This is an optimization exercise on Yosys and OpenROAD, whose aim is small area and a short achievable clock period, not a production implementation.
Only simulation tests tie the RTL to the original design; equivalence was not proved.
Power is estimated from default activity; no workload was simulated.

job 101:
## cordic_top
module cordic_top (
    input  logic clk,
    input  logic signed[15:0] angle,
    output logic signed[15:0] sin, cos
);
    CORDIC_pipelined dut_basic(
        .clk(clk),
        .angle(angle),
        .sin(sin),
        .cos(cos)
    );
endmodule
Size: ~49 I/O pins, roughly 7800 µm² of cells after synthesis.
Settings: LEC_CHECK=0, ABC_AREA=1, CAP_MARGIN=20, CORE_MARGIN=2, CORE_UTILIZATION=45, CTS_BUF_LIST=sky130_fd_sc_hd__clkbuf_8, SETUP_SLACK_MARGIN=1.3, SLEW_MARGIN=20; clock period 3.3 ns.
standard.sh (not shown) runs the stock make flow with config.mk's settings and CLKGATE_MAP_FILE= SYNTH_SCRIPT=/design/flow/synth_recipe.tcl, a recipe that flattens the netlist after the stock synthesis.
==> flow/flow/run.sh <==
#!/bin/bash
# The standard layout (standard.sh: the standard flow's synthesis and ORFS flow, unchanged), except:
# - the port buffers ORFS puts on every input and output are plain buffers
#   (sky130_fd_sc_hd__buf_2) instead of the delay buffer buffer_ports picks by default;
# - clock tree synthesis gets ORFS's usual arguments plus -dont_use_dummy_load, so it
#   adds no load-only inverters to the clock tree.
set -euo pipefail
export BUFFER_PORTS_ARGS="-buffer_cell sky130_fd_sc_hd__buf_2"
export CTS_ARGS="-sink_clustering_enable -repair_clock_nets -buf_list sky130_fd_sc_hd__clkbuf_8 -dont_use_dummy_load -sink_clustering_size 30 -sink_clustering_max_diameter 200"
bash standard.sh > standard.log 2>&1
Job 101: no failed stages, no open violations at the end
Changes in job 102 relative to job 101:
==> flow/flow/run.sh <==
#!/bin/bash
# The standard layout (standard.sh: the standard flow's synthesis and ORFS flow, unchanged), except:
# - the port buffers ORFS puts on every input and output are plain buffers
#   (sky130_fd_sc_hd__buf_1) instead of the delay buffer buffer_ports picks by default;
# - clock tree synthesis gets ORFS's usual arguments plus -dont_use_dummy_load, so it
#   adds no load-only inverters to the clock tree.
set -euo pipefail
export BUFFER_PORTS_ARGS="-buffer_cell sky130_fd_sc_hd__buf_1"
export CTS_ARGS="-sink_clustering_enable -repair_clock_nets -buf_list sky130_fd_sc_hd__clkbuf_8 -dont_use_dummy_load -sink_buffer_max_cap_derate 0.03"
bash standard.sh > standard.log 2>&1
--- a/flow/config.mk
+++ b/flow/config.mk
@@ -11,4 +11,4 @@
 export CORE_UTILIZATION = 45
 export CTS_BUF_LIST = sky130_fd_sc_hd__clkbuf_8
-export SETUP_SLACK_MARGIN = 1.3
+export SETUP_SLACK_MARGIN = 1.4
 export SLEW_MARGIN = 20
==> comparison <==
Via count delta for job 102 relative to job 101: 46 higher. Compared with job 101, in job 102 wire length of the first global-routing pass now larger, worst clock skew grew by 4.0 ps.
> inputs changed (job 102 -> job 103)
--- a/flow/flow/run.sh
+++ b/flow/flow/run.sh
@@ -7,4 +7,4 @@
 set -euo pipefail
 export BUFFER_PORTS_ARGS="-buffer_cell sky130_fd_sc_hd__buf_1"
-export CTS_ARGS="-sink_clustering_enable -repair_clock_nets -buf_list sky130_fd_sc_hd__clkbuf_8 -dont_use_dummy_load -sink_buffer_max_cap_derate 0.03"
+export CTS_ARGS="-sink_clustering_enable -repair_clock_nets -buf_list sky130_fd_sc_hd__clkbuf_8 -dont_use_dummy_load"
 bash standard.sh > standard.log 2>&1
--- a/flow/config.mk
+++ b/flow/config.mk
@@ -11,4 +11,5 @@
 export CORE_UTILIZATION = 45
 export CTS_BUF_LIST = sky130_fd_sc_hd__clkbuf_8
+export PLACE_DENSITY = 0.8
 export SETUP_SLACK_MARGIN = 1.4
 export SLEW_MARGIN = 20
[summary]
- The flow did not stop early for job 103: all stages ran, and the layout cleared the timing, DRC and antenna checks.
- Between job 102 and job 103, the difference in multi-input gate share of total cell area is negligible.
- Per the comparison of job 103 with job 102, count of cells along the worst register-to-register path up 3, via count of the first global-routing pass fell 0.78%, cell count saw little to no change.
- | fmax | job 103 vs job 102 | about 1.4% lower |
- Going from job 102 to job 103, non-clock buffer instance count of the final layout shrank by a few percent.
--- input diff job 103..job 104 ---
==> flow/flow/run.sh <==
#!/bin/bash
# The standard layout (standard.sh: the standard flow's synthesis and ORFS flow, unchanged), except
# that the port buffers ORFS puts on every input and output are plain buffers
# (sky130_fd_sc_hd__buf_2) instead of the delay buffer buffer_ports picks by default.
set -euo pipefail
export BUFFER_PORTS_ARGS="-buffer_cell sky130_fd_sc_hd__buf_2"
bash standard.sh > standard.log 2>&1
--- a/flow/config.mk
+++ b/flow/config.mk
@@ -11,5 +11,4 @@
 export CORE_UTILIZATION = 45
 export CTS_BUF_LIST = sky130_fd_sc_hd__clkbuf_8
-export PLACE_DENSITY = 0.8
-export SETUP_SLACK_MARGIN = 1.4
+export SETUP_SLACK_MARGIN = 1.3
 export SLEW_MARGIN = 20
Notes after the runs:
- Job 104 against job 103; routability congestion estimate from global placement is up by a few percent.
- In the metrics for job 104 and job 103, the one carrying the higher proportion of layout cells with a drive suffix above 1 is job 104.
- Relative to job 103, total power increased by about 3% in job 104.
- For the final hold slack, job 104 came in 13 ps lower than job 103 did.
- Per the comparison of job 104 with job 103, average wire length per cell after detail routing saw a decrease, all-layer global routing usage saw an increase, largest stage delay on the critical path saw a decrease, global-route wire length before repair saw an increase.
--- input diff job 104..job 105 ---
==> flow/flow/run.sh <==
#!/bin/bash
# The standard layout (standard.sh: the standard flow's synthesis and ORFS flow, unchanged), except:
# - the port buffers ORFS puts on every input and output are plain buffers
#   (sky130_fd_sc_hd__buf_2) instead of the delay buffer buffer_ports picks by default;
# - clock tree synthesis gets ORFS's usual arguments plus -dont_use_dummy_load, so it
#   adds no load-only inverters to the clock tree.
set -euo pipefail
export BUFFER_PORTS_ARGS="-buffer_cell sky130_fd_sc_hd__buf_2"
export CTS_ARGS="-sink_clustering_enable -repair_clock_nets -buf_list sky130_fd_sc_hd__clkbuf_8 -dont_use_dummy_load"
bash standard.sh > standard.log 2>&1
## What came out
Portion of the layout cell area used by non-clock buffers: lower on job 104. Between job 105 and job 104, it is job 105 whose antenna diode instance count is lower, by 1. The total power reported for job 105 is smaller than that of job 104 by 0.31 mW. Summary of the comparison: utilization is lower in job 105, relative to job 104. Job 105 — via count about 0.56% lower, job 104 as reference. The total of plain and repair buffers excluding clock buffers number comes out lower for job 104 vs job 105.

==> afterwards: timing with drivers on the ports <==
How much do the figures lean on ideal ports? The routed layouts below were timed once more, with nothing changed but the port constraints. Step 1 (the two cells are an assumption about what drives the block):
set clk [get_ports {clk}]
set_driving_cell -lib_cell sky130_fd_sc_hd__clkbuf_16 $clk
set_driving_cell -lib_cell sky130_fd_sc_hd__buf_2 [delete_from_list [all_inputs] $clk]
Step 2 adds t to the input delays and takes it off the output delays; t is the mean of the earliest and latest rising clock arrival at the registers after step 1. Input paths then give back, and output paths get back, about the clock's delay inside the block. a / b / c = ideal / step 1 / step 2; a / b = the first two.
| run | shift t [ns] | slack for setup (ns) | worst setup path at the end | worst register clock-pin slew, ns | cell pins on the clock port's net |
|---|---|---|---|---|---|
| job 101 | 0.482 | 1.301 / 1.301 / 1.301 | register to register | 0.09 / 0.09 | 1 |
| job 102 | 0.475 | 1.401 / 1.401 / 1.401 | register to register | 0.09 / 0.09 | 1 |
| job 103 | 0.479 | 1.374 / 1.374 / 1.374 | register to register | 0.10 / 0.10 | 1 |
| job 104 | 0.501 | 1.301 / 1.301 / 1.301 | register to register | 0.10 / 0.10 | 1 |
| job 105 | 0.482 | 1.301 / 1.301 / 1.301 | register to register | 0.09 / 0.09 | 1 |
After both steps every run listed still meets setup and hold.
